From an optimization exercise on the open Yosys and OpenROAD flow, aimed at small area; shortcuts taken in it are not production practice.
Only simulation tests tie the RTL to the original design; equivalence was not proved.

==> flow/design.v (outline; a module is shown in full before it is edited, if it fits) <==
// module cordic: 2842 lines
module cordic(input clk,
              input signed [7:0] x_in,
              input signed [7:0] y_in,
              output signed [31:0] r,
              output signed [31:0] phi,
              output signed [31:0] dummy1,
              output signed [31:0] dummy2,
              output signed [31:0] dummy3);
  // ...
==> flow/run.sh <==
#!/bin/bash
# synth_recipe.tcl (not shown) runs the flow's synth.tcl, then flattens the netlist and writes it again
# the make line also repeats each setting of config.mk as NAME=value (left out here)
make -C /OpenROAD-flow-scripts/flow DESIGN_CONFIG=/design/flow/config.mk WORK_HOME=/design/flow/orfs CLKGATE_MAP_FILE= SYNTH_SCRIPT=/design/flow/synth_recipe.tcl finish
==> flow/config.mk <==
export PLATFORM = sky130hd
export DESIGN_NAME = cordic
export DESIGN_NICKNAME = cordic
export VERILOG_FILES = /design/flow/design.v
export SDC_FILE = /design/flow/constraint.sdc
export NUM_CORES = 4
export LEC_CHECK = 0
export CAP_MARGIN = 20
export CORE_MARGIN = 2
export CORE_UTILIZATION = 40
export CTS_BUF_LIST = sky130_fd_sc_hd__clkbuf_8
export CTS_CLUSTER_DIAMETER = 60
export CTS_CLUSTER_SIZE = 20
export SLEW_MARGIN = 20
==> flow/constraint.sdc <==
create_clock -name core_clock -period 10.0 [get_ports {clk}]
set_input_delay 2.0000 -clock core_clock [delete_from_list [all_inputs] [get_ports {clk}]]
set_output_delay 2.0000 -clock core_clock [all_outputs]
set_load 0.01 [all_outputs]
==> reports/qor.csv, run 1 <==
stage;metric;value;unit
run_status;status;timing/DRC/antenna clean;
setup_path;Required @ worst endpoint;8.00;ns
hold_path;hold path cells;0;
setup_path;CP Max Fanout;12;
setup_path;max incr delay on CP;0.61;ns
setup_path;r2r endpoint;n225_r6;
timing;Final Hold Viols;0;
synthesis;Post-Synth XOR/XNOR Area;9.18;%
hold_path;worst hold path class;flop to flop;
synthesis;Synth Area in Compound Gates;0.842;%
synthesis;Synth Warn #;1;
cts;post-CTS setup buffer count;0;
finish;Seq cells;651;
detailed_routing;Max Used Layer;met4;
timing;TNS Setup;0;ns
floorplanning;I/O pin cnt;177;
global_route;total track usage;13.9;%
timing;final slew viol count;0;
detailed_routing;Metal-1 WL;23200;microns
hold_path;Hold Path End;n16_r2;
detailed_routing;antenna-violating nets left;0;
floorplanning;num rows;106;
flow_run;MaxCap Viol Count;0;
synthesis;post-synthesis simple-gate area fraction;1.50;%
finish;Final nets;3556;
synthesis;Post-Synth Adder-Cell Area;37.5;%
detailed_routing;met2 WL post-DR;30100;microns
finish;Layout Utilization;44.0;%
floorplanning;initial core utilization;40.4;%
cts;PostCTS Resize Cnt;0;
finish;Seq area share;35.4;%
finish;Multi-input gate area;16900;sq um
timing;RSZ-0062 raised after global routing;no;
setup_path;Critical R2R Launch;n40_r5;
==> run 2, diff against run 1 <==
--- a/flow/config.mk
+++ b/flow/config.mk
@@ -9,6 +9,4 @@
 export CORE_MARGIN = 2
 export CORE_UTILIZATION = 40
-export CTS_BUF_LIST = sky130_fd_sc_hd__clkbuf_8
-export CTS_CLUSTER_DIAMETER = 60
-export CTS_CLUSTER_SIZE = 20
+export CTS_BUF_LIST = sky130_fd_sc_hd__clkbuf_4
 export SLEW_MARGIN = 20
==> run 2 against run 1 <==
Still clean. Hold slack hardly changed. Area after synthesis stayed put. Wire length rose by 2.5%. Critical endpoint is now r[19]. Largest cell class unchanged.
==> reports/qor.csv, run 2 <==
stage;metric;value;unit;change
run_status;status;timing/DRC/antenna clean;;unchanged
timing;# setup viols final;0;;unchanged
global_route;first-pass GRT wire length;98800;microns;was 96400 microns
cts;clock latency on the worst-skew pair;1.02;ns;was 0.71 ns
detailed_routing;Via Count;17200;;was 16500
detailed_routing;via density per instance;4.18;;was 4.20
synthesis;most common cell in the netlist;inv_1;;unchanged
synthesis;Post-synth EDFFs;0;;unchanged
synthesis;mapped cell area;33700;sq um;unchanged
synthesis;Netlist cell types;51;;unchanged
synthesis;Synth async-reset ratio;0;%;unchanged
timing;clk_skew;0.0493;ns;was 0.0453 ns
finish;non-filler instance count after layout;4122;;was 3930
cts;Sink Count;651;;unchanged
setup_path;Critical R2R Launch;n40_r5;;unchanged
setup_path;most used cell along the critical path;fa_1;;unchanged
detailed_routing;TritonRoute pass-1 iters;4;;unchanged
global_route;total gr overflow;0;;unchanged
floorplanning;Core Region;83600;sq um;unchanged
setup_path;crit path cell chain;fa_1, fa_1, fa_2, fa_1, fa_1, fa_1, fa_1, fa_1, inv_1, fa_1, fa_1, fa_1, inv_1, fa_1, inv_1, fa_1, inv_1, fa_1, ha_1, clkdlybuf4s50_1;;was inv_1, fa_1, inv_1, fa_1, inv_1, fa_1, fa_1, ha_1, fa_1, inv_1, fa_1, inv_1, fa_1, fa_1, ha_1, inv_1, fa_1, fa_1, inv_1, fa_1, fa_1, fa_1, inv_1, clkdlybuf4s50_1
setup_path;CP Max Fanout;2;;was 12
timing;Slew headroom;31.9;%;was 32.3%
hold_path;hold path cells;0;;unchanged
placement;routability cong.;0.850;;unchanged
setup_path;flop2flop setup slack;0.68;ns;was 0.67 ns
floorplanning;die footprint;86700;sq um;unchanged
timing;Fmax;104;MHz;was 105 MHz
cts;Root Driver;clkbuf_4;;was clkbuf_8
timing;Tmin final;9.65;ns;was 9.49 ns
detailed_routing;Initial DRC Count;361;;was 343
global_route;number of global-route vias before repair;20200;;was 19100
setup_path;critical path endpoint category;output port;;unchanged
synthesis;Synth Warn #;1;;unchanged
timing;Final Hold Viols;0;;unchanged
timing;final slew viol count;0;;unchanged
setup_path;Worst Reg-to-Reg Cells;29;;unchanged
finish;Filler Cell Count;7759;;was 7773
setup_path;cell count along the critical path;20;;was 24
setup_path;slowest cell on the critical path;fa_1;;was clkdlybuf4s50_1
synthesis;Syn Inst Count;2763;;unchanged
detailed_routing;antenna-violating nets left;0;;unchanged
global_route;initial antenna violation count;3;;was 1
flow_run;MaxCap Viol Count;0;;unchanged
floorplanning;initial core utilization;40.4;%;unchanged
setup_path;Bufs and invs on worst path;5;;was 9
placement;Placed Instances;3833;;unchanged
hold_path;Hold Path End;n239_r15;;was n16_r2
timing;TNS Setup;0;ns;unchanged
finish;Layout Utilization;45.0;%;was 44.0%
synthesis;area share of the largest cell type after synthesis;38.6;%;unchanged
hold_path;worst hold path class;flop to flop;;unchanged
setup_path;Required @ worst endpoint;8.00;ns;about the same
floorplanning;Die Y;294;microns;unchanged
finish;synth-to-layout area growth;11.5;%;was 9.01%
cts;CTS buffer count;167;;was 55
cts;H-tree depth;4;;was 2
floorplanning;die width;294;microns;unchanged
timing;period utilisation layout;96.5;%;was 94.9%
cts;hold buffer count at cts;0;;unchanged
hold_path;hold path startpoint;n239_r14;;was n16_r1
synthesis;commonest register cell after synthesis;dfxtp_1;;unchanged
placement;placed cell area;35400;sq um;unchanged
synthesis;synth top area cells;dfxtp_1, fa_1, ha_1;;unchanged
finish;most frequent cells in the layout;inv_1, dfxtp_1, fa_1;;unchanged
cts;clk slew on worst S/H paths;0.06;ns;was 0.11 ns
setup_path;r2r endpoint;n225_r6;;unchanged
finish;layout cells sized above 1;9.91;%;was 4.74%
synthesis;synth cell count leaders;inv_1, dfxtp_1, fa_1;;unchanged
timing;Worst-Margin Slew;1.02;ns;about the same
detailed_routing;final wirelength;58200;microns;was 56800 microns
detailed_routing;DRC errors left;0;;unchanged
detailed_routing;Avg WL per Cell;14.1;microns;was 14.4 microns
finish;fin area;37600;sq um;was 36800 sq um
cts;Max Buffers Root-to-Sink;3;;unchanged
floorplanning;num rows;106;;unchanged
synthesis;Syn Area/Cell;12.2;sq um;unchanged
setup_path;max incr delay on CP;0.55;ns;was 0.61 ns
synthesis;sequential-to-total area share from yosys stat;38.6;%;unchanged
cts;CTS tree;done;;unchanged
setup_path;WS Path Type;flop to output port;;unchanged
finish;Final nets;3669;;was 3556
placement;Port Buffers;153;;unchanged
synthesis;FF+latch count, synth;651;;unchanged
global_route;total track usage;14.5;%;was 13.9%
placement;DP Wirelength;48000;microns;unchanged
setup_path;CP top delay family;adder cells;;unchanged
global_route;pin count of the biggest net entering global routing;26;;unchanged
floorplanning;I/O pin cnt;177;;unchanged
finish;commonest non-fill, non-tap cell in the layout;inv_1;;unchanged
synthesis;area leader, netlist;dfxtp_1;;unchanged
setup_path;arrival time at the worst endpoint;7.65;ns;was 7.49 ns
setup_path;startpoint types;flop;;unchanged
-- run 2: how the worst max path moves through the flow --
stage / start / slack (ns) / end
6_report: n2164_r17 / 0.35 / r[19]
5_1_grt: n40_r17 / -0.01 / dummy3[22]
4_1_cts: n40_r17 / 0.007 / dummy3[25]
3_5_place_dp: n40_r5 / 0.42 / n225_r6
3_3_place_gp: n1862_r15 / 0.78 / n2043_r16
2_1_floorplan: n1862_r15 / 1.13 / n2043_r16
-- run 2: timing repair --
action / CTS / global route
cloned: 0 / 0
buffers inserted: 0 / 1
endpoints found under the setup margin: 25 / 25
resized for setup: 3 / 5
-- run 2: layout make-up --
cell class / instances / area [sq um] / area share [%]
repair buffers: 165 / 1620 / 4.31
inverters: 679 / 2560 / 6.80
flip-flops and latches: 651 / 13000 / 34.7
clock inverters: 49 / 379 / 1.01
well taps: 1080 / 1350 / 3.59
diodes: 4 / 10.0 / 0.0266
clock buffers: 235 / 1760 / 4.69
multi-input cells: 1259 / 16900 / 44.9
-- run 2: logic make-up after synthesis --
group | count (synthesis) | synth area share, %
compound gates | 40 | 0.842
simple gates | 90 | 1.50
buf+inv | 875 | 11.7
flops | 651 | 38.6
other cells | 1 | 0.0111
fa+ha+maj | 734 | 37.5
xor+xnor | 351 | 9.18
mux | 21 | 0.653
-- run 2: stage by stage --
stage          worst slack, ns  hold slack [ns]
2_1_floorplan             1.13            0.310
3_3_place_gp             0.783            0.311
3_5_place_dp             0.424            0.312
4_1_cts                0.00660            0.311
5_1_grt                -0.0120            0.324
6_report                 0.349            0.313
-- run 2: per-layer routing --
layer	track usage (%)	part of all wire [%]	vias to the layer above
li1	-	-	8364
met1	16.0	40	8450
met2	26.3	53	315
met3	3.47	4.3	119
met4	6.02	2.8	0
met5	0	0	-
==> run 3, diff against run 2 <==
--- a/flow/config.mk
+++ b/flow/config.mk
@@ -9,4 +9,6 @@
 export CORE_MARGIN = 2
 export CORE_UTILIZATION = 40
-export CTS_BUF_LIST = sky130_fd_sc_hd__clkbuf_4
+export CTS_BUF_LIST = sky130_fd_sc_hd__clkbuf_16
+export CTS_CLUSTER_DIAMETER = 80
+export CTS_CLUSTER_SIZE = 30
 export SLEW_MARGIN = 20
==> run 3 against run 2 <==
Still clean on timing, DRC and antenna. Register-to-register slack worse by 0.02 ns. Area after synthesis unchanged. Clock-buffer cell count down 198. Non-clock buffer count down 1. Global-route usage down 0.62 points. Maximum frequency up 0.71%. Final area down 2.3%. Critical path type unchanged. Highest routed layer unchanged.
==> reports/qor.csv, run 3 <==
stage;metric;value;unit;change
placement;placed cell area;35400;sq um;unchanged
cts;H-tree depth;2;;was 4
timing;clk_skew;0.0427;ns;was 0.0493 ns
synthesis;Post-synth EDFFs;0;;unchanged
timing;Final Hold Viols;0;;unchanged
setup_path;Bufs and invs on worst path;5;;unchanged
cts;hold buffer count at cts;0;;unchanged
finish;Final nets;3538;;was 3669
placement;DP Wirelength;48000;microns;unchanged
setup_path;Required @ worst endpoint;8.00;ns;about the same
cts;clock latency on the worst-skew pair;0.59;ns;was 1.02 ns
floorplanning;Die Y;294;microns;unchanged
setup_path;CP top delay family;adder cells;;unchanged
detailed_routing;TritonRoute pass-1 iters;4;;unchanged
cts;PostCTS Resize Cnt;0;;was 3
floorplanning;die width;294;microns;unchanged
setup_path;startpoint types;flop;;unchanged
synthesis;synth top area cells;dfxtp_1, fa_1, ha_1;;unchanged
cts;Sink Count;651;;unchanged
synthesis;area leader, netlist;dfxtp_1;;unchanged
finish;synth-to-layout area growth;9.01;%;was 11.5%
hold_path;worst hold path class;flop to flop;;unchanged
placement;Port Buffers;153;;unchanged
setup_path;most used cell along the critical path;fa_1;;unchanged
cts;clk slew on worst S/H paths;0.10;ns;was 0.06 ns
flow_run;MaxCap Viol Count;0;;unchanged
finish;commonest non-fill, non-tap cell in the layout;inv_1;;unchanged
synthesis;Synth async-reset ratio;0;%;unchanged
placement;routability cong.;0.850;;unchanged
setup_path;critical path endpoint category;output port;;unchanged
synthesis;FF+latch count, synth;651;;unchanged
timing;RSZ-0062 raised after global routing;no;;
synthesis;mapped cell area;33700;sq um;unchanged
detailed_routing;Initial DRC Count;391;;was 361
synthesis;synth cell count leaders;inv_1, dfxtp_1, fa_1;;unchanged
global_route;total track usage;13.8;%;was 14.5%
setup_path;slowest cell on the critical path;fa_1;;unchanged
timing;final slew viol count;0;;unchanged
floorplanning;Core Region;83600;sq um;unchanged
global_route;first-pass GRT wire length;95800;microns;was 98800 microns
setup_path;max incr delay on CP;0.55;ns;about the same
synthesis;Syn Area/Cell;12.2;sq um;unchanged
finish;Diodes inserted;0;;was 4
detailed_routing;antenna-violating nets left;0;;unchanged
cts;Root Driver;clkbuf_16;;was clkbuf_4
detailed_routing;Avg WL per Cell;14.5;microns;was 14.1 microns
floorplanning;I/O pin cnt;177;;unchanged
timing;period utilisation layout;95.8;%;was 96.5%
floorplanning;die footprint;86700;sq um;unchanged
run_status;status;timing/DRC/antenna clean;;unchanged
synthesis;sequential-to-total area share from yosys stat;38.6;%;unchanged
timing;Slew headroom;30.9;%;was 31.9%
detailed_routing;via density per instance;4.20;;was 4.18
synthesis;area share of the largest cell type after synthesis;38.6;%;unchanged
cts;post-CTS setup buffer count;0;;unchanged
synthesis;commonest register cell after synthesis;dfxtp_1;;unchanged
timing;Worst-Margin Slew;1.04;ns;was 1.02 ns
finish;most frequent cells in the layout;inv_1, dfxtp_1, fa_1;;unchanged
global_route;pin count of the biggest net entering global routing;31;;was 26
cts;CTS buffer count;37;;was 167
cts;Max Buffers Root-to-Sink;3;;unchanged
finish;fin area;36800;sq um;was 37600 sq um
synthesis;Syn Inst Count;2763;;unchanged
floorplanning;initial core utilization;40.4;%;unchanged
detailed_routing;final wirelength;56300;microns;was 58200 microns
global_route;total gr overflow;0;;unchanged
setup_path;crit path cell chain;fa_1, fa_1, fa_1, fa_1, fa_1, fa_1, fa_1, fa_1, inv_1, fa_1, fa_1, fa_1, inv_1, fa_1, inv_1, fa_1, inv_1, fa_1, ha_1, xnor2_1, xnor2_1, clkdlybuf4s50_1;;was fa_1, fa_1, fa_2, fa_1, fa_1, fa_1, fa_1, fa_1, inv_1, fa_1, fa_1, fa_1, inv_1, fa_1, inv_1, fa_1, inv_1, fa_1, ha_1, clkdlybuf4s50_1
timing;Fmax;104;MHz;about the same
cts;CTS tree;done;;unchanged
timing;# setup viols final;0;;unchanged
detailed_routing;DRC errors left;0;;unchanged
setup_path;arrival time at the worst endpoint;7.58;ns;was 7.65 ns
finish;layout cells sized above 1;3.55;%;was 9.91%
floorplanning;num rows;106;;unchanged
detailed_routing;Via Count;16400;;was 17200
timing;Tmin final;9.58;ns;was 9.65 ns
synthesis;Netlist cell types;51;;unchanged
global_route;number of global-route vias before repair;19000;;was 20200
setup_path;WS Path Type;flop to output port;;unchanged
global_route;initial antenna violation count;0;;was 3
synthesis;most common cell in the netlist;inv_1;;unchanged
setup_path;CP Max Fanout;2;;unchanged
timing;TNS Setup;0;ns;unchanged
finish;Filler Cell Count;7736;;was 7759
synthesis;Synth Warn #;1;;unchanged
[run 3: cell count changes in the layout (fill, tap and decap cells not counted), moves of 5 or more]
cell	previous run	this run
clkinv_1	28	2
clkbuf_16	0	37
clkinv_2	7	2
clkbuf_4	235	0
[run 3: cell type report]
class	count	area [sq um]	share of cell area, %
clock buffers	37	926	2.52
well taps	1080	1350	3.68
inverters	679	2550	6.95
clock inverters	27	399	1.09
repair buffers	164	1610	4.39
multi-input cells	1259	16900	45.9
flip-flops and latches	651	13000	35.4
[run 3: routing by layer]
layer | vias to the layer above | track usage, % | wire length, microns
met5 | - | 0 | 0
met4 | 0 | 3.71 | 1290
met3 | 72 | 1.95 | 2100
met2 | 232 | 26.2 | 30000
met1 | 8111 | 16.2 | 22900
li1 | 7966 | - | -
[run 3: final timing paths]
check / start / end / slack [ns] / depth (start not counted)
setup / recovery: n2164_r17 / r[20] / 0.42 / 22
hold / removal: n13_r1 / n13_r2 / 0.33 / 0
setup reg to reg: n40_r5 / n225_r6 / 0.66 / 29
hold reg to reg: n13_r1 / n13_r2 / 0.33 / 0
[run 3: cell families after synthesis]
kind of cell	after synthesis	synth area share, %
flops	651	38.6
buf+inv	875	11.7
mux	21	0.653
xor+xnor	351	9.18
fa+ha+maj	734	37.5
compound gates	40	0.842
other cells	1	0.0111
simple gates	90	1.50
[run 3: metrics by stage]
step | setup slack, ns | hold slack (ns) | instances | util [%]
2_1_floorplan | 1.13 | 0.310 | 2785 | -
3_3_place_gp | 0.783 | 0.311 | 3833 | 42.4
5_1_grt | 0.0658 | 0.333 | 3897 | 44.0
3_5_place_dp | 0.424 | 0.312 | 3833 | 42.4
4_1_cts | 0.166 | 0.333 | 3897 | 44.0
6_report | 0.417 | 0.329 | 3897 | 44.0

-- afterwards: timing with drivers on the ports --
The results above use ideal ports. As a check the final layouts listed here were re-extracted and re-timed, cells and wires unchanged.
Step 1 (the two cells are an assumption about what drives the block):
set clk [get_ports {clk}]
set_driving_cell -lib_cell sky130_fd_sc_hd__clkbuf_16 $clk
set_driving_cell -lib_cell sky130_fd_sc_hd__buf_2 [delete_from_list [all_inputs] $clk]
Step 2 moves the port delays by t, midway between the first and last clock arrival at a register: inputs arrive t later, outputs are due t later. That takes back most of the time a late clock gives input paths.
Three values: ideal, step 1, step 2; two values: the first two.
run | t (ns) | setup WS [ns] | clock arrival spread, ns
run 1 | 0.742 | 0.509 / 0.452 / 0.672 | 0.047 / 0.047
run 2 | 1.048 | 0.349 / 0.287 / 0.682 | 0.065 / 0.065
run 3 | 0.635 | 0.417 / 0.357 / 0.659 | 0.056 / 0.056
After both steps setup and hold are still met in every run listed.
